What follows belongs to an exercise in optimizing a design on an open flow for small area; a production flow would make more cautious choices. In this exercise RTL edits were held to simulation tests only and were not proved equivalent to the original. Power figures rest on the tool's default switching activity, not on a simulated workload.

==> design/flow/design.v <==
module hispi_rx(
	input [47:0] data_in,
	output [63:0] data_out,
	output data_valid,
	output frame_start,
	input clk,
	input rst
);
wire [11:0] nw0, nw1, nw2, nw3;
genvar k;
generate for (k = 0; k < 12; k = k + 1) begin : g_split
	assign nw0[k] = data_in[4*k+0];
	assign nw1[k] = data_in[4*k+1];
	assign nw2[k] = data_in[4*k+2];
	assign nw3[k] = data_in[4*k+3];
end endgenerate
reg [47:12] ns0;
reg [47:0] ns1, ns2, ns3;
wire [59:12] d0 = ~{nw0, ns0};
wire [59:0] d1 = ~{nw1, ns1};
wire [59:0] d2 = ~{nw2, ns2};
wire [59:0] d3 = ~{nw3, ns3};
function [4:0] match_hi;
	input [59:24] d;
	integer q, j;
	reg m;
	reg [3:0] b;
	reg v;
	begin
		v = 1'b0;
		b = 4'd0;
		for (q = 24; q < 36; q = q + 1) begin
			m = 1'b1;
			for (j = q; j < q + 12; j = j + 1) m = m & d[j];
			for (j = q + 12; j < 60; j = j + 1) m = m & ~d[j];
			if (m) begin
				v = 1'b1;
				b = b | (q - 24);
			end
		end
		match_hi = {v, b};
	end
endfunction
function zero_prefix;
	input [11:0] w;
	input [3:0] b;
	integer j;
	begin
		zero_prefix = 1'b1;
		for (j = 0; j < 12; j = j + 1)
			if (j < b && w[j]) zero_prefix = 1'b0;
	end
endfunction
wire [4:0] g2_0 = match_hi(d0[59:24]);
wire [4:0] g2_1 = match_hi(d1[59:24]);
wire [4:0] g2_2 = match_hi(d2[59:24]);
wire [4:0] g2_3 = match_hi(d3[59:24]);
reg [4:0] r2_0, r2_1, r2_2, r2_3;    
reg [4:0] r1_0, r1_1, r1_2, r1_3;    
wire [4:0] g1_0 = {r2_0[4] & zero_prefix(d0[59:48], r2_0[3:0]), r2_0[3:0]};
wire [4:0] g1_1 = {r2_1[4] & zero_prefix(d1[59:48], r2_1[3:0]), r2_1[3:0]};
wire [4:0] g1_2 = {r2_2[4] & zero_prefix(d2[59:48], r2_2[3:0]), r2_2[3:0]};
wire [4:0] g1_3 = {r2_3[4] & zero_prefix(d3[59:48], r2_3[3:0]), r2_3[3:0]};
wire [4:0] g0_0 = r1_0, g0_1 = r1_1, g0_2 = r1_2, g0_3 = r1_3;
reg [3:0] bo0, bo1, bo2, bo3;
reg [1:0] wo1, wo2, wo3;
reg al1, al2, al3;
wire a0 = g1_0[4] & (g1_0[3:0] == bo0);
wire s0 = g2_0[4] & (g2_0[3:0] == bo0);
reg [3:0] state;
reg ffs;
reg [4:0] pc;
reg [31:0] h;
reg hfs;
wire in_pix = (state == 4'd8);
wire [11:0] code = d0[bo0 + 12 +: 12];
wire [11:0] px0 = d0[bo0 + 12 +: 12];
wire [11:0] px1 = d1[bo1 + 12 * wo1 +: 12];
wire [11:0] px2 = d2[bo2 + 12 * wo2 +: 12];
wire [11:0] px3 = d3[bo3 + 12 * wo3 +: 12];
reg [7:0] lut [0:4095];
initial $readmemh("log_lut.hex", lut);
wire [31:0] grp = in_pix ? {lut[px3], lut[px2], lut[px1], lut[px0]} : 32'd0;
wire gfs = in_pix & ffs;
wire dv = in_pix | (pc != 5'd0);
assign data_out = {grp, h};
assign frame_start = gfs | hfs;
assign data_valid = pc[0];
always @(posedge clk) begin
	ns0 <= {nw0, ns0[47:24]};
	ns1 <= {nw1, ns1[47:12]};
	ns2 <= {nw2, ns2[47:12]};
	ns3 <= {nw3, ns3[47:12]};
	r2_0 <= g2_0; r2_1 <= g2_1; r2_2 <= g2_2; r2_3 <= g2_3;
	r1_0 <= g1_0; r1_1 <= g1_1; r1_2 <= g1_2; r1_3 <= g1_3;
	if (g0_0[4]) bo0 <= g0_0[3:0];
	if (g0_1[4]) bo1 <= g0_1[3:0];
	if (g0_2[4]) bo2 <= g0_2[3:0];
	if (g0_3[4]) bo3 <= g0_3[3:0];
	if (a0) begin
		if (g0_1[4] && g0_1[3:0] == bo1) begin wo1 <= 2'd0; al1 <= 1'b1; end
		if (g1_1[4] && g1_1[3:0] == bo1) begin wo1 <= 2'd1; al1 <= 1'b1; end
		if (g2_1[4] && g2_1[3:0] == bo1) begin wo1 <= 2'd2; al1 <= 1'b1; end
		if (g0_2[4] && g0_2[3:0] == bo2) begin wo2 <= 2'd0; al2 <= 1'b1; end
		if (g1_2[4] && g1_2[3:0] == bo2) begin wo2 <= 2'd1; al2 <= 1'b1; end
		if (g2_2[4] && g2_2[3:0] == bo2) begin wo2 <= 2'd2; al2 <= 1'b1; end
		if (g0_3[4] && g0_3[3:0] == bo3) begin wo3 <= 2'd0; al3 <= 1'b1; end
		if (g1_3[4] && g1_3[3:0] == bo3) begin wo3 <= 2'd1; al3 <= 1'b1; end
		if (g2_3[4] && g2_3[3:0] == bo3) begin wo3 <= 2'd2; al3 <= 1'b1; end
	end
	case (state)
		4'd0: if (al1 & al2 & al3) state <= 4'd1;
		4'd1: if (s0) state <= 4'd2;
		4'd2: state <= 4'd3;
		4'd3: state <= 4'd4;
		4'd4: state <= 4'd5;
		4'd5: begin
			case (code)
				12'h001: state <= 4'd8;
				12'h003: begin ffs <= 1'b1; state <= 4'd8; end
				12'h005, 12'h007: state <= 4'd6;
				12'h013: begin ffs <= 1'b1; state <= 4'd1; end
				default: state <= 4'd1;
			endcase
		end
		4'd6: state <= 4'd7;
		4'd7: state <= 4'd1;
		4'd8: begin
			ffs <= 1'b0;
			if (s0) state <= 4'd2;
		end
		default: if (al1 & al2 & al3) state <= 4'd1;
	endcase
	if (dv) pc <= pc + 5'd1;
	h <= grp;
	hfs <= gfs;
	if (rst) begin
		ns0[47:24] <= {12'hfff, 12'h000};
		ns1[47:24] <= {12'hfff, 12'h000};
		ns2[47:24] <= {12'hfff, 12'h000};
		ns3[47:24] <= {12'hfff, 12'h000};
		r2_0[4] <= 1'b0; r2_1[4] <= 1'b0; r2_2[4] <= 1'b0; r2_3[4] <= 1'b0;
		r1_0[4] <= 1'b0; r1_1[4] <= 1'b0; r1_2[4] <= 1'b0; r1_3[4] <= 1'b0;
		bo0 <= 4'd0; bo1 <= 4'd0; bo2 <= 4'd0; bo3 <= 4'd0;
		wo1 <= 2'd0; wo2 <= 2'd0; wo3 <= 2'd0;
		al1 <= 1'b0; al2 <= 1'b0; al3 <= 1'b0;
		state <= 4'd0;
		ffs <= 1'b0;
		pc <= 5'd0;
	end
end
endmodule
==> design/flow/log_lut.hex <==
00
01
02
03
04
05
06
07
08
09
0b
0b
0c
0d
0e
0f
10
11
12
13
14
15
15
16
17
18
19
19
1a
1b
1c
1c
1d
1e
1f
1f
20
21
21
22
23
23
24
25
25
26
26
27
28
28
29
29
2a
2b
2b
2c
2c
2d
2d
2e
2e
2f
2f
30
30
31
31
32
32
33
33
34
34
35
35
36
36
37
37
38
38
39
39
39
3a
3a
3b
3b
3c
3c
3c
3d
3d
3e
3e
3f
3f
3f
40
40
40
41
41
42
42
42
43
43
43
44
44
45
45
45
46
46
46
47
47
47
48
48
48
49
49
49
4a
4a
4a
4b
4b
4b
4c
4c
4c
4d
4d
4d
4e
4e
4e
4e
4f
4f
4f
50
50
50
51
51
51
51
52
52
52
53
53
53
53
54
54
54
55
55
55
55
56
56
56
56
57
57
57
57
58
58
58
58
59
59
59
59
5a
5a
5a
5a
5b
5b
5b
5b
5c
5c
5c
5c
5d
5d
5d
5d
5e
5e
5e
5e
5e
5f
5f
5f
5f
60
60
60
60
61
61
61
61
61
62
62
62
62
62
63
63
63
63
64
64
64
64
64
65
65
65
65
65
66
66
66
66
66
67
67
67
67
67
68
68
68
68
68
69
69
69
69
69
69
6a
6a
6a
6a
6a
6b
6b
6b
6b
6b
6c
6c
6c
6c
6c
6c
6d
6d
6d
6d
6d
6d
6e
6e
6e
6e
6e
6f
6f
6f
6f
6f
6f
70
70
70
70
70
70
71
71
71
71
71
71
72
72
72
72
72
72
73
73
73
73
73
73
73
74
74
74
74
74
74
75
75
75
75
75
75
75
76
76
76
76
76
76
77
77
77
77
77
77
77
78
78
78
78
78
78
78
79
79
79
79
79
79
79
7a
7a
7a
7a
7a
7a
7a
7b
7b
7b
7b
7b
7b
7b
7c
7c
7c
7c
7c
7c
7c
7d
7d
7d
7d
7d
7d
7d
7d
7e
7e
7e
7e
7e
7e
7e
7f
7f
7f
7f
7f
7f
7f
7f
80
80
80
80
80
80
80
80
81
81
81
81
81
81
81
81
82
82
82
82
82
82
82
82
83
83
83
83
83
83
83
83
83
84
84
84
84
84
84
84
84
85
85
85
85
85
85
85
85
85
86
86
86
86
86
86
86
86
87
87
87
87
87
87
87
87
87
88
88
88
88
88
88
88
88
88
89
89
89
89
89
89
89
89
89
89
8a
8a
8a
8a
8a
8a
8a
8a
8a
8b
8b
8b
8b
8b
8b
8b
8b
8b
8b
8c
8c
8c
8c
8c
8c
8c
8c
8c
8d
8d
8d
8d
8d
8d
8d
8d
8d
8d
8e
8e
8e
8e
8e
8e
8e
8e
8e
8e
8f
8f
8f
8f
8f
8f
8f
8f
8f
8f
8f
90
90
90
90
90
90
90
90
90
90
91
91
91
91
91
91
91
91
91
91
91
92
92
92
92
92
92
92
92
92
92
93
93
93
93
93
93
93
93
93
93
93
94
94
94
94
94
94
94
94
94
94
94
94
95
95
95
95
95
95
95
95
95
95
95
96
96
96
96
96
96
96
96
96
96
96
96
97
97
97
97
97
97
97
97
97
97
97
98
98
98
98
98
98
98
98
98
98
98
98
99
99
99
99
99
99
99
99
99
99
99
99
99
9a
9a
9a
9a
9a
9a
9a
9a
9a
9a
9a
9a
9b
9b
9b
9b
9b
9b
9b
9b
9b
9b
9b
9b
9b
9c
9c
9c
9c
9c
9c
9c
9c
9c
9c
9c
9c
9c
9d
9d
9d
9d
9d
9d
9d
9d
9d
9d
9d
9d
9d
9e
9e
9e
9e
9e
9e
9e
9e
9e
9e
9e
9e
9e
9f
9f
9f
9f
9f
9f
9f
9f
9f
9f
9f
9f
9f
9f
a0
a0
a0
a0
a0
a0
a0
a0
a0
a0
a0
a0
a0
a0
a1
a1
a1
a1
a1
a1
a1
a1
a1
a1
a1
a1
a1
a1
a2
a2
a2
a2
a2
a2
a2
a2
a2
a2
a2
a2
a2
a2
a3
a3
a3
a3
a3
a3
a3
a3
a3
a3
a3
a3
a3
a3
a3
a4
a4
a4
a4
a4
a4
a4
a4
a4
a4
a4
a4
a4
a4
a5
a5
a5
a5
a5
a5
a5
a5
a5
a5
a5
a5
a5
a5
a5
a5
a6
a6
a6
a6
a6
a6
a6
a6
a6
a6
a6
a6
a6
a6
a6
a7
a7
a7
a7
a7
a7
a7
a7
a7
a7
a7
a7
a7
a7
a7
a7
a8
a8
a8
a8
a8
a8
a8
a8
a8
a8
a8
a8
a8
a8
a8
a9
a9
a9
a9
a9
a9
a9
a9
a9
a9
a9
a9
a9
a9
a9
a9
a9
aa
aa
aa
aa
aa
aa
aa
aa
aa
aa
aa
aa
aa
aa
aa
aa
ab
ab
ab
ab
ab
ab
ab
ab
ab
ab
ab
ab
ab
ab
ab
ab
ab
ac
ac
ac
ac
ac
ac
ac
ac
ac
ac
ac
ac
ac
ac
ac
ac
ac
ad
ad
ad
ad
ad
ad
ad
ad
ad
ad
ad
ad
ad
ad
ad
ad
ad
ae
ae
ae
ae
ae
ae
ae
ae
ae
ae
ae
ae
ae
ae
ae
ae
ae
ae
af
af
af
af
af
af
af
af
af
af
af
af
af
af
af
af
af
af
b0
b0
b0
b0
b0
b0
b0
b0
b0
b0
b0
b0
b0
b0
b0
b0
b0
b0
b1
b1
b1
b1
b1
b1
b1
b1
b1
b1
b1
b1
b1
b1
b1
b1
b1
b1
b1
b2
b2
b2
b2
b2
b2
b2
b2
b2
b2
b2
b2
b2
b2
b2
b2
b2
b2
b2
b3
b3
b3
b3
b3
b3
b3
b3
b3
b3
b3
b3
b3
b3
b3
b3
b3
b3
b3
b4
b4
b4
b4
b4
b4
b4
b4
b4
b4
b4
b4
b4
b4
b4
b4
b4
b4
b4
b4
b5
b5
b5
b5
b5
b5
b5
b5
b5
b5
b5
b5
b5
b5
b5
b5
b5
b5
b5
b5
b6
b6
b6
b6
b6
b6
b6
b6
b6
b6
b6
b6
b6
b6
b6
b6
b6
b6
b6
b6
b7
b7
b7
b7
b7
b7
b7
b7
b7
b7
b7
b7
b7
b7
b7
b7
b7
b7
b7
b7
b7
b8
b8
b8
b8
b8
b8
b8
b8
b8
b8
b8
b8
b8
b8
b8
b8
b8
b8
b8
b8
b8
b9
b9
b9
b9
b9
b9
b9
b9
b9
b9
b9
b9
b9
b9
b9
b9
b9
b9
b9
b9
b9
b9
ba
ba
ba
ba
ba
ba
ba
ba
ba
ba
ba
ba
ba
ba
ba
ba
ba
ba
ba
ba
ba
bb
bb
bb
bb
bb
bb
bb
bb
bb
bb
bb
bb
bb
bb
bb
bb
bb
bb
bb
bb
bb
bb
bb
bc
bc
bc
bc
bc
bc
bc
bc
bc
bc
bc
bc
bc
bc
bc
bc
bc
bc
bc
bc
bc
bc
bd
bd
bd
bd
bd
bd
bd
bd
bd
bd
bd
bd
bd
bd
bd
bd
bd
bd
bd
bd
bd
bd
bd
be
be
be
be
be
be
be
be
be
be
be
be
be
be
be
be
be
be
be
be
be
be
be
be
bf
bf
bf
bf
bf
bf
bf
bf
bf
bf
bf
bf
bf
bf
bf
bf
bf
bf
bf
bf
bf
bf
bf
bf
c0
c0
c0
c0
c0
c0
c0
c0
c0
c0
c0
c0
c0
c0
c0
c0
c0
c0
c0
c0
c0
c0
c0
c0
c1
c1
c1
c1
c1
c1
c1
c1
c1
c1
c1
c1
c1
c1
c1
c1
c1
c1
c1
c1
c1
c1
c1
c1
c1
c2
c2
c2
c2
c2
c2
c2
c2
c2
c2
c2
c2
c2
c2
c2
c2
c2
c2
c2
c2
c2
c2
c2
c2
c2
c3
c3
c3
c3
c3
c3
c3
c3
c3
c3
c3
c3
c3
c3
c3
c3
c3
c3
c3
c3
c3
c3
c3
c3
c3
c4
c4
c4
c4
c4
c4
c4
c4
c4
c4
c4
c4
c4
c4
c4
c4
c4
c4
c4
c4
c4
c4
c4
c4
c4
c4
c5
c5
c5
c5
c5
c5
c5
c5
c5
c5
c5
c5
c5
c5
c5
c5
c5
c5
c5
c5
c5
c5
c5
c5
c5
c5
c5
c6
c6
c6
c6
c6
c6
c6
c6
c6
c6
c6
c6
c6
c6
c6
c6
c6
c6
c6
c6
c6
c6
c6
c6
c6
c6
c6
c7
c7
c7
c7
c7
c7
c7
c7
c7
c7
c7
c7
c7
c7
c7
c7
c7
c7
c7
c7
c7
c7
c7
c7
c7
c7
c7
c8
c8
c8
c8
c8
c8
c8
c8
c8
c8
c8
c8
c8
c8
c8
c8
c8
c8
c8
c8
c8
c8
c8
c8
c8
c8
c8
c8
c9
c9
c9
c9
c9
c9
c9
c9
c9
c9
c9
c9
c9
c9
c9
c9
c9
c9
c9
c9
c9
c9
c9
c9
c9
c9
c9
c9
c9
ca
ca
ca
ca
ca
ca
ca
ca
ca
ca
ca
ca
ca
ca
ca
ca
ca
ca
ca
ca
ca
ca
ca
ca
ca
ca
ca
ca
ca
cb
cb
cb
cb
cb
cb
cb
cb
cb
cb
cb
cb
cb
cb
cb
cb
cb
cb
cb
cb
cb
cb
cb
cb
cb
cb
cb
cb
cb
cc
cc
cc
cc
cc
cc
cc
cc
cc
cc
cc
cc
cc
cc
cc
cc
cc
cc
cc
cc
cc
cc
cc
cc
cc
cc
cc
cc
cc
cc
cd
cd
cd
cd
cd
cd
cd
cd
cd
cd
cd
cd
cd
cd
cd
cd
cd
cd
cd
cd
cd
cd
cd
cd
cd
cd
cd
cd
cd
cd
ce
ce
ce
ce
ce
ce
ce
ce
ce
ce
ce
ce
ce
ce
ce
ce
ce
ce
ce
ce
ce
ce
ce
ce
ce
ce
ce
ce
ce
ce
ce
cf
cf
cf
cf
cf
cf
cf
cf
cf
cf
cf
cf
cf
cf
cf
cf
cf
cf
cf
cf
cf
cf
cf
cf
cf
cf
cf
cf
cf
cf
cf
cf
d0
d0
d0
d0
d0
d0
d0
d0
d0
d0
d0
d0
d0
d0
d0
d0
d0
d0
d0
d0
d0
d0
d0
d0
d0
d0
d0
d0
d0
d0
d0
d0
d1
d1
d1
d1
d1
d1
d1
d1
d1
d1
d1
d1
d1
d1
d1
d1
d1
d1
d1
d1
d1
d1
d1
d1
d1
d1
d1
d1
d1
d1
d1
d1
d1
d2
d2
d2
d2
d2
d2
d2
d2
d2
d2
d2
d2
d2
d2
d2
d2
d2
d2
d2
d2
d2
d2
d2
d2
d2
d2
d2
d2
d2
d2
d2
d2
d2
d3
d3
d3
d3
d3
d3
d3
d3
d3
d3
d3
d3
d3
d3
d3
d3
d3
d3
d3
d3
d3
d3
d3
d3
d3
d3
d3
d3
d3
d3
d3
d3
d3
d3
d4
d4
d4
d4
d4
d4
d4
d4
d4
d4
d4
d4
d4
d4
d4
d4
d4
d4
d4
d4
d4
d4
d4
d4
d4
d4
d4
d4
d4
d4
d4
d4
d4
d4
d4
d5
d5
d5
d5
d5
d5
d5
d5
d5
d5
d5
d5
d5
d5
d5
d5
d5
d5
d5
d5
d5
d5
d5
d5
d5
d5
d5
d5
d5
d5
d5
d5
d5
d5
d5
d6
d6
d6
d6
d6
d6
d6
d6
d6
d6
d6
d6
d6
d6
d6
d6
d6
d6
d6
d6
d6
d6
d6
d6
d6
d6
d6
d6
d6
d6
d6
d6
d6
d6
d6
d7
d7
d7
d7
d7
d7
d7
d7
d7
d7
d7
d7
d7
d7
d7
d7
d7
d7
d7
d7
d7
d7
d7
d7
d7
d7
d7
d7
d7
d7
d7
d7
d7
d7
d7
d7
d7
d8
d8
d8
d8
d8
d8
d8
d8
d8
d8
d8
d8
d8
d8
d8
d8
d8
d8
d8
d8
d8
d8
d8
d8
d8
d8
d8
d8
d8
d8
d8
d8
d8
d8
d8
d8
d8
d9
d9
d9
d9
d9
d9
d9
d9
d9
d9
d9
d9
d9
d9
d9
d9
d9
d9
d9
d9
d9
d9
d9
d9
d9
d9
d9
d9
d9
d9
d9
d9
d9
d9
d9
d9
d9
da
da
da
da
da
da
da
da
da
da
da
da
da
da
da
da
da
da
da
da
da
da
da
da
da
da
da
da
da
da
da
da
da
da
da
da
da
da
da
db
db
db
db
db
db
db
db
db
db
db
db
db
db
db
db
db
db
db
db
db
db
db
db
db
db
db
db
db
db
db
db
db
db
db
db
db
db
db
dc
dc
dc
dc
dc
dc
dc
dc
dc
dc
dc
dc
dc
dc
dc
dc
dc
dc
dc
dc
dc
dc
dc
dc
dc
dc
dc
dc
dc
dc
dc
dc
dc
dc
dc
dc
dc
dc
dc
dd
dd
dd
dd
dd
dd
dd
dd
dd
dd
dd
dd
dd
dd
dd
dd
dd
dd
dd
dd
dd
dd
dd
dd
dd
dd
dd
dd
dd
dd
dd
dd
dd
dd
dd
dd
dd
dd
dd
dd
dd
de
de
de
de
de
de
de
de
de
de
de
de
de
de
de
de
de
de
de
de
de
de
de
de
de
de
de
de
de
de
de
de
de
de
de
de
de
de
de
de
de
df
df
df
df
df
df
df
df
df
df
df
df
df
df
df
df
df
df
df
df
df
df
df
df
df
df
df
df
df
df
df
df
df
df
df
df
df
df
df
df
df
df
e0
e0
e0
e0
e0
e0
e0
e0
e0
e0
e0
e0
e0
e0
e0
e0
e0
e0
e0
e0
e0
e0
e0
e0
e0
e0
e0
e0
e0
e0
e0
e0
e0
e0
e0
e0
e0
e0
e0
e0
e0
e0
e1
e1
e1
e1
e1
e1
e1
e1
e1
e1
e1
e1
e1
e1
e1
e1
e1
e1
e1
e1
e1
e1
e1
e1
e1
e1
e1
e1
e1
e1
e1
e1
e1
e1
e1
e1
e1
e1
e1
e1
e1
e1
e1
e1
e2
e2
e2
e2
e2
e2
e2
e2
e2
e2
e2
e2
e2
e2
e2
e2
e2
e2
e2
e2
e2
e2
e2
e2
e2
e2
e2
e2
e2
e2
e2
e2
e2
e2
e2
e2
e2
e2
e2
e2
e2
e2
e2
e2
e3
e3
e3
e3
e3
e3
e3
e3
e3
e3
e3
e3
e3
e3
e3
e3
e3
e3
e3
e3
e3
e3
e3
e3
e3
e3
e3
e3
e3
e3
e3
e3
e3
e3
e3
e3
e3
e3
e3
e3
e3
e3
e3
e3
e3
e4
e4
e4
e4
e4
e4
e4
e4
e4
e4
e4
e4
e4
e4
e4
e4
e4
e4
e4
e4
e4
e4
e4
e4
e4
e4
e4
e4
e4
e4
e4
e4
e4
e4
e4
e4
e4
e4
e4
e4
e4
e4
e4
e4
e4
e5
e5
e5
e5
e5
e5
e5
e5
e5
e5
e5
e5
e5
e5
e5
e5
e5
e5
e5
e5
e5
e5
e5
e5
e5
e5
e5
e5
e5
e5
e5
e5
e5
e5
e5
e5
e5
e5
e5
e5
e5
e5
e5
e5
e5
e5
e5
e6
e6
e6
e6
e6
e6
e6
e6
e6
e6
e6
e6
e6
e6
e6
e6
e6
e6
e6
e6
e6
e6
e6
e6
e6
e6
e6
e6
e6
e6
e6
e6
e6
e6
e6
e6
e6
e6
e6
e6
e6
e6
e6
e6
e6
e6
e6
e7
e7
e7
e7
e7
e7
e7
e7
e7
e7
e7
e7
e7
e7
e7
e7
e7
e7
e7
e7
e7
e7
e7
e7
e7
e7
e7
e7
e7
e7
e7
e7
e7
e7
e7
e7
e7
e7
e7
e7
e7
e7
e7
e7
e7
e7
e7
e7
e8
e8
e8
e8
e8
e8
e8
e8
e8
e8
e8
e8
e8
e8
e8
e8
e8
e8
e8
e8
e8
e8
e8
e8
e8
e8
e8
e8
e8
e8
e8
e8
e8
e8
e8
e8
e8
e8
e8
e8
e8
e8
e8
e8
e8
e8
e8
e8
e8
e9
e9
e9
e9
e9
e9
e9
e9
e9
e9
e9
e9
e9
e9
e9
e9
e9
e9
e9
e9
e9
e9
e9
e9
e9
e9
e9
e9
e9
e9
e9
e9
e9
e9
e9
e9
e9
e9
e9
e9
e9
e9
e9
e9
e9
e9
e9
e9
e9
e9
ea
ea
ea
ea
ea
ea
ea
ea
ea
ea
ea
ea
ea
ea
ea
ea
ea
ea
ea
ea
ea
ea
ea
ea
ea
ea
ea
ea
ea
ea
ea
ea
ea
ea
ea
ea
ea
ea
ea
ea
ea
ea
ea
ea
ea
ea
ea
ea
ea
ea
ea
eb
eb
eb
eb
eb
eb
eb
eb
eb
eb
eb
eb
eb
eb
eb
eb
eb
eb
eb
eb
eb
eb
eb
eb
eb
eb
eb
eb
eb
eb
eb
eb
eb
eb
eb
eb
eb
eb
eb
eb
eb
eb
eb
eb
eb
eb
eb
eb
eb
eb
eb
eb
ec
ec
ec
ec
ec
ec
ec
ec
ec
ec
ec
ec
ec
ec
ec
ec
ec
ec
ec
ec
ec
ec
ec
ec
ec
ec
ec
ec
ec
ec
ec
ec
ec
ec
ec
ec
ec
ec
ec
ec
ec
ec
ec
ec
ec
ec
ec
ec
ec
ec
ec
ec
ed
ed
ed
ed
ed
ed
ed
ed
ed
ed
ed
ed
ed
ed
ed
ed
ed
ed
ed
ed
ed
ed
ed
ed
ed
ed
ed
ed
ed
ed
ed
ed
ed
ed
ed
ed
ed
ed
ed
ed
ed
ed
ed
ed
ed
ed
ed
ed
ed
ed
ed
ed
ed
ed
ee
ee
ee
ee
ee
ee
ee
ee
ee
ee
ee
ee
ee
ee
ee
ee
ee
ee
ee
ee
ee
ee
ee
ee
ee
ee
ee
ee
ee
ee
ee
ee
ee
ee
ee
ee
ee
ee
ee
ee
ee
ee
ee
ee
ee
ee
ee
ee
ee
ee
ee
ee
ee
ee
ef
ef
ef
ef
ef
ef
ef
ef
ef
ef
ef
ef
ef
ef
ef
ef
ef
ef
ef
ef
ef
ef
ef
ef
ef
ef
ef
ef
ef
ef
ef
ef
ef
ef
ef
ef
ef
ef
ef
ef
ef
ef
ef
ef
ef
ef
ef
ef
ef
ef
ef
ef
ef
ef
ef
ef
f0
f0
f0
f0
f0
f0
f0
f0
f0
f0
f0
f0
f0
f0
f0
f0
f0
f0
f0
f0
f0
f0
f0
f0
f0
f0
f0
f0
f0
f0
f0
f0
f0
f0
f0
f0
f0
f0
f0
f0
f0
f0
f0
f0
f0
f0
f0
f0
f0
f0
f0
f0
f0
f0
f0
f0
f1
f1
f1
f1
f1
f1
f1
f1
f1
f1
f1
f1
f1
f1
f1
f1
f1
f1
f1
f1
f1
f1
f1
f1
f1
f1
f1
f1
f1
f1
f1
f1
f1
f1
f1
f1
f1
f1
f1
f1
f1
f1
f1
f1
f1
f1
f1
f1
f1
f1
f1
f1
f1
f1
f1
f1
f1
f1
f2
f2
f2
f2
f2
f2
f2
f2
f2
f2
f2
f2
f2
f2
f2
f2
f2
f2
f2
f2
f2
f2
f2
f2
f2
f2
f2
f2
f2
f2
f2
f2
f2
f2
f2
f2
f2
f2
f2
f2
f2
f2
f2
f2
f2
f2
f2
f2
f2
f2
f2
f2
f2
f2
f2
f2
f2
f2
f3
f3
f3
f3
f3
f3
f3
f3
f3
f3
f3
f3
f3
f3
f3
f3
f3
f3
f3
f3
f3
f3
f3
f3
f3
f3
f3
f3
f3
f3
f3
f3
f3
f3
f3
f3
f3
f3
f3
f3
f3
f3
f3
f3
f3
f3
f3
f3
f3
f3
f3
f3
f3
f3
f3
f3
f3
f3
f3
f3
f4
f4
f4
f4
f4
f4
f4
f4
f4
f4
f4
f4
f4
f4
f4
f4
f4
f4
f4
f4
f4
f4
f4
f4
f4
f4
f4
f4
f4
f4
f4
f4
f4
f4
f4
f4
f4
f4
f4
f4
f4
f4
f4
f4
f4
f4
f4
f4
f4
f4
f4
f4
f4
f4
f4
f4
f4
f4
f4
f4
f5
f5
f5
f5
f5
f5
f5
f5
f5
f5
f5
f5
f5
f5
f5
f5
f5
f5
f5
f5
f5
f5
f5
f5
f5
f5
f5
f5
f5
f5
f5
f5
f5
f5
f5
f5
f5
f5
f5
f5
f5
f5
f5
f5
f5
f5
f5
f5
f5
f5
f5
f5
f5
f5
f5
f5
f5
f5
f5
f5
f5
f5
f6
f6
f6
f6
f6
f6
f6
f6
f6
f6
f6
f6
f6
f6
f6
f6
f6
f6
f6
f6
f6
f6
f6
f6
f6
f6
f6
f6
f6
f6
f6
f6
f6
f6
f6
f6
f6
f6
f6
f6
f6
f6
f6
f6
f6
f6
f6
f6
f6
f6
f6
f6
f6
f6
f6
f6
f6
f6
f6
f6
f6
f6
f7
f7
f7
f7
f7
f7
f7
f7
f7
f7
f7
f7
f7
f7
f7
f7
f7
f7
f7
f7
f7
f7
f7
f7
f7
f7
f7
f7
f7
f7
f7
f7
f7
f7
f7
f7
f7
f7
f7
f7
f7
f7
f7
f7
f7
f7
f7
f7
f7
f7
f7
f7
f7
f7
f7
f7
f7
f7
f7
f7
f7
f7
f7
f7
f8
f8
f8
f8
f8
f8
f8
f8
f8
f8
f8
f8
f8
f8
f8
f8
f8
f8
f8
f8
f8
f8
f8
f8
f8
f8
f8
f8
f8
f8
f8
f8
f8
f8
f8
f8
f8
f8
f8
f8
f8
f8
f8
f8
f8
f8
f8
f8
f8
f8
f8
f8
f8
f8
f8
f8
f8
f8
f8
f8
f8
f8
f8
f8
f8
f9
f9
f9
f9
f9
f9
f9
f9
f9
f9
f9
f9
f9
f9
f9
f9
f9
f9
f9
f9
f9
f9
f9
f9
f9
f9
f9
f9
f9
f9
f9
f9
f9
f9
f9
f9
f9
f9
f9
f9
f9
f9
f9
f9
f9
f9
f9
f9
f9
f9
f9
f9
f9
f9
f9
f9
f9
f9
f9
f9
f9
f9
f9
f9
f9
f9
fa
fa
fa
fa
fa
fa
fa
fa
fa
fa
fa
fa
fa
fa
fa
fa
fa
fa
fa
fa
fa
fa
fa
fa
fa
fa
fa
fa
fa
fa
fa
fa
fa
fa
fa
fa
fa
fa
fa
fa
fa
fa
fa
fa
fa
fa
fa
fa
fa
fa
fa
fa
fa
fa
fa
fa
fa
fa
fa
fa
fa
fa
fa
fa
fa
fa
fa
fb
fb
fb
fb
fb
fb
fb
fb
fb
fb
fb
fb
fb
fb
fb
fb
fb
fb
fb
fb
fb
fb
fb
fb
fb
fb
fb
fb
fb
fb
fb
fb
fb
fb
fb
fb
fb
fb
fb
fb
fb
fb
fb
fb
fb
fb
fb
fb
fb
fb
fb
fb
fb
fb
fb
fb
fb
fb
fb
fb
fb
fb
fb
fb
fb
fb
fb
fb
fb
fc
fc
fc
fc
fc
fc
fc
fc
fc
fc
fc
fc
fc
fc
fc
fc
fc
fc
fc
fc
fc
fc
fc
fc
fc
fc
fc
fc
fc
fc
fc
fc
fc
fc
fc
fc
fc
fc
fc
fc
fc
fc
fc
fc
fc
fc
fc
fc
fc
fc
fc
fc
fc
fc
fc
fc
fc
fc
fc
fc
fc
fc
fc
fc
fc
fc
fc
fc
fc
fd
fd
fd
fd
fd
fd
fd
fd
fd
fd
fd
fd
fd
fd
fd
fd
fd
fd
fd
fd
fd
fd
fd
fd
fd
fd
fd
fd
fd
fd
fd
fd
fd
fd
fd
fd
fd
fd
fd
fd
fd
fd
fd
fd
fd
fd
fd
fd
fd
fd
fd
fd
fd
fd
fd
fd
fd
fd
fd
fd
fd
fd
fd
fd
fd
fd
fd
fd
fd
fd
fd
fe
fe
fe
fe
fe
fe
fe
fe
fe
fe
fe
fe
fe
fe
fe
fe
fe
fe
fe
fe
fe
fe
fe
fe
fe
fe
fe
fe
fe
fe
fe
fe
fe
fe
fe
fe
fe
fe
fe
fe
fe
fe
fe
fe
fe
fe
fe
fe
fe
fe
fe
fe
fe
fe
fe
fe
fe
fe
fe
fe
fe
fe
fe
fe
fe
fe
fe
fe
fe
fe
fe
fe
ff
==> design/flow/run.sh <==
#!/bin/bash
# synth_recipe.tcl (not shown) runs the flow's synth.tcl, then flattens the netlist and writes it again
# the make line also repeats each setting of config.mk as NAME=value (left out here)
make -C /OpenROAD-flow-scripts/flow DESIGN_CONFIG=/design/flow/config.mk WORK_HOME=/design/flow/orfs CLKGATE_MAP_FILE= SYNTH_SCRIPT=/design/flow/synth_recipe.tcl finish
==> design/flow/config.mk <==
export PLATFORM = sky130hd
export DESIGN_NAME = hispi_rx
export DESIGN_NICKNAME = hispi_rx
export VERILOG_FILES = /design/flow/design.v
export SDC_FILE = /design/flow/constraint.sdc
export NUM_CORES = 4
export LEC_CHECK = 0
export ABC_AREA = 1
export CAP_MARGIN = 20
export CORE_MARGIN = 2
export CORE_UTILIZATION = 40
export SLEW_MARGIN = 20
export SYNTH_MEMORY_MAX_BITS = 131072
==> design/flow/constraint.sdc <==
create_clock -name core_clock -period 10.0 [get_ports {clk}]
set_input_delay 2.0000 -clock core_clock [delete_from_list [all_inputs] [get_ports {clk}]]
set_output_delay 2.0000 -clock core_clock [all_outputs]
set_load 0.01 [all_outputs]
==> run summary <==
[power groups by stage]
stage,Clock [mW],Sequential [mW],Combinational (mW)
floorplan,0,1.25,0.863
global placement,0,1.28,1.30
detailed placement,0,1.28,1.27
CTS,1.48,1.25,1.28
global route,1.52,1.26,1.45
finish,1.45,1.25,1.34
[stage by stage]
stage / setup slack [ns] / area [um^2] / power, mW / hold WS (ns) / utilization
floorplan: 3.50 / 34500 / 2.12 / 0.329 / -
global placement: 0.788 / 36000 / 2.58 / 0.340 / 0.422
detailed placement: 0.757 / 36000 / 2.55 / 0.346 / 0.422
CTS: 0.549 / 37300 / 4.01 / 0.356 / 0.437
global route: 0.226 / 37300 / 4.23 / 0.363 / 0.438
finish: 0.494 / 37300 / 4.04 / 0.355 / 0.438
[cell families after synthesis]
group / after synthesis / share of synthesized area
buffers and inverters: 877 / 0.111
AND/OR/NAND/NOR: 4008 / 0.502
adder cells (fa/ha/maj): 72 / 0.0268
flip-flops: 288 / 0.167
AO/OA/AOI/OAI: 1110 / 0.182
multiplexers: 7 / 0.00203
XOR/XNOR: 33 / 0.00860
[timing repair]
item / in CTS / in global routing
buffers inserted: 0 / 0
setup endpoints to repair: 0 / 2
gates resized for setup: 0 / 1
[worst max-delay path: stages]
cell and delay [ns]:
clkdlybuf4s50_1 0.68, inv_1 0.18, nand2_1 0.09, o21ai_1 0.09, nand2_1 0.11, nor2_1 0.08
a21oi_1 0.16, nand2_1 0.08, nand2_1 0.13, nand2_1 0.13, nand3_1 0.66, inv_2 0.23
ha_1 0.29, nand4_1 0.36, nor2_1 0.15, nor2_1 0.45, nand2_1 0.10, nand3_1 0.08
nand3_1 0.08, nand2_1 0.06, nand2_1 0.07, nand3_1 0.11, nand2_1 0.11, nand2_1 0.08
nand2_1 0.07, nor2_1 0.26, clkdlybuf4s50_1 0.60
[registers in the layout (all words and copies together), names as in the netlist, 32 cells and up]
register and cells:
ns2 48, ns1 48, ns0 36, ns3 48, h 32
[synthesized netlist by cell type (all sizes together) (2+ instances only)]
| cell | number |
|---|---|
| buf | 257 |
| clkbuf | 96 |
| nand3b | 12 |
| ha | 69 |
| a32o | 2 |
| o211ai | 141 |
| o21a | 9 |
| a211oi | 9 |
| nand4 | 84 |
| o32ai | 2 |
| or2 | 36 |
| o2111ai | 14 |
| a21oi | 330 |
| a311oi | 3 |
| o31ai | 8 |
| nor4 | 31 |
| xor2 | 26 |
| xnor2 | 7 |
| and2 | 12 |
| mux2i | 7 |
| inv | 517 |
| nand3 | 1088 |
| a221oi | 5 |
| o21ai | 495 |
| clkinv | 7 |
| dfxtp | 288 |
| nor3 | 82 |
| a22oi | 3 |
| o311ai | 5 |
| a31oi | 39 |
| nor2 | 580 |
| a21boi | 6 |
| nand2 | 2080 |
| o221ai | 8 |
| o22ai | 24 |
| fa | 3 |
[routing by layer]
metal	GRT usage	part of all wire	vias up
li1	-	-	21187
met1	0.444	0.40	20643
met2	0.535	0.43	2871
met3	0.0669	0.10	630
met4	0.186	0.062	4
met5	0	0.00018	-
[area by class of cell]
class,instances,area (um^2)
sequential,288,5780
fill,9539,47900
clock buffer,54,1110
clock inverter,14,214
multi-input combinational,5230,24900
inverter,524,1970
tap,1144,1430
timing repair buffer,214,1910
[worst paths after layout]
check,from,end,slack (ns),depth (start not counted)
max,data_in[45],data_out[40],0.49,27
min,ns2[18],ns2[6],0.36,0
max reg2reg,wo1[0],h[8],3.67,30
min reg2reg,ns2[18],ns2[6],0.36,0
==> flow_summary_export.csv <==
group,metric,value,unit
status,outcome,"timing/DRC/antenna clean",
yosys,yosysSeqAreaShare,0.167,
yosys,ys_warn_count,1,
final_layout,drive_gt1_frac,0.0534,
pwr,p_sw,1.61,mW
pwr,p_sw_frac,0.398,
placed_design,hpwl,117,mm
clock_tree,cts.sink_count,288,
final_layout,layout_commonest_cell,"nand2_1",
pwr,clock_power_share,0.358,
route,drt-initial-drc-count,6249,
pwr,powerDensity,108,nW/um^2
die,initial_core_util,0.404,
global_routing,globalRouteOverflowTotal,0,
die,fp-row-count,107,
route,via_per_inst,6.07,
worst_setup_path,end_kind,"output pin",
clock_tree,cts_tree,"done",
clock_tree,cts-root-buf,"clkbuf_16",
die,core-area,85300,um^2
worst_setup_path,required,8.00,ns
route,postRouteAntennaNets,0,
yosys,synthTopCellsByArea,"nand2_1, dfxtp_1, nand3_1, nor2_1, o21ai_0",
clock_tree,clk_pin_slew,0.05,ns
clock_tree,postCtsHoldBufs,0,
timing,setup_violations,0,
placed_design,gp_congestion,1.07,
yosys,synth_ff_type,"dfxtp_1",
placed_design,port_buffers,115,
clock_tree,clockBufferDepth,3,
timing,finalHoldViolCount,0,
global_routing,grt_pass1_vias,42211,
timing,relSlewSlack,0.271,
route,wl_per_cell,21.2,um
die,die_y,298,um
worst_setup_path,startpoint_type,"input pin",
pwr,p_seq_frac,0.310,
final_layout,fin_nets,6419,
yosys,syn_area_per_cell,5.39,um^2
final_layout,area_growth,8.27,%
worst_setup_path,critPathKind,"in2out",
yosys,synth_cell_types,69,
yosys,async_flop_share,0,
timing,rsz0062_at_grt,"false",
yosys,syn_inst,6395,
run,drv_cap,0,
placed_design,place_inst,7399,
clock_tree,cts_made_buffers,39,
pwr,max-vdd-ir-drop,0.126,mV
timing,tightestPinTransition,1.09,ns
worst_setup_path,worst-path-max-fanout,21,
route,drcViolationCount,0,
timing,final_max_slew_viol_count,0,
pwr,comb_power_share,0.332,
timing,finClkSkew,0.0249,ns
pwr,internal_power,2.43,mW
die,design.die.area,88600,um^2
worst_setup_path,crit_arrival,7.51,ns
global_routing,grt_max_degree,80,
timing,period_minus_slack,9.51,ns
die,ios,116,
yosys,synth_top_cell_by_area,"nand2_1",
min_path,hp-class,"reg2reg",
timing,max_freq,105,MHz
final_layout,stdcell_count,7468,
final_layout,final_cell_mix,"nand2_1, nand3_1, nor2_1",
route,via_count,45335,
global_routing,antenna_found_initial,2,
clock_tree,clk-insertion-delay-late,0.62,ns
yosys,ys_ff_latch,288,
yosys,synth_area,34500,um^2
yosys,yosys.area.top_type_share,0.224,
route,drt-total-wl,158,mm
yosys,synth_edf_count,0,
die,die-width,298,um
yosys,synth_nets,6517,
pwr,leakage,17.7,nW
timing,post-route-period-util,0.951,
timing,finalSetupTns,0,ns
route,drt_first_pass_iters,7,
final_layout,insertedDiodeCount,0,
clock_tree,cts_htree_levels,2,
global_routing,grt_pass1_wl,244,mm
global_routing,grt_use_total,0.343,

afterwards: timing with drivers on the ports:
The flow's constraints put no driver on any port. The routed layout listed below was extracted and timed again, unchanged, in two steps. Step 1, drivers: a clkbuf_16 drives clk and a buf_2 each remaining input, both assumed. Step 2, shift: input delay + t, output delay - t, t = (earliest + latest rising clock arrival at the registers) / 2. This alone moves slack from input paths to output paths. Three values: no drivers, after step 1, after step 2; two values: the first two.
t, ns: 0.675
slack for setup (ns): 0.494 / 0.444 / 0.444
worst data-port slew with drivers (ns): 0.05
After both steps setup and hold are still met in this run. For this run, drivers alone change the setup slack by -0.050 ns; drivers and shift together by -0.050 ns.
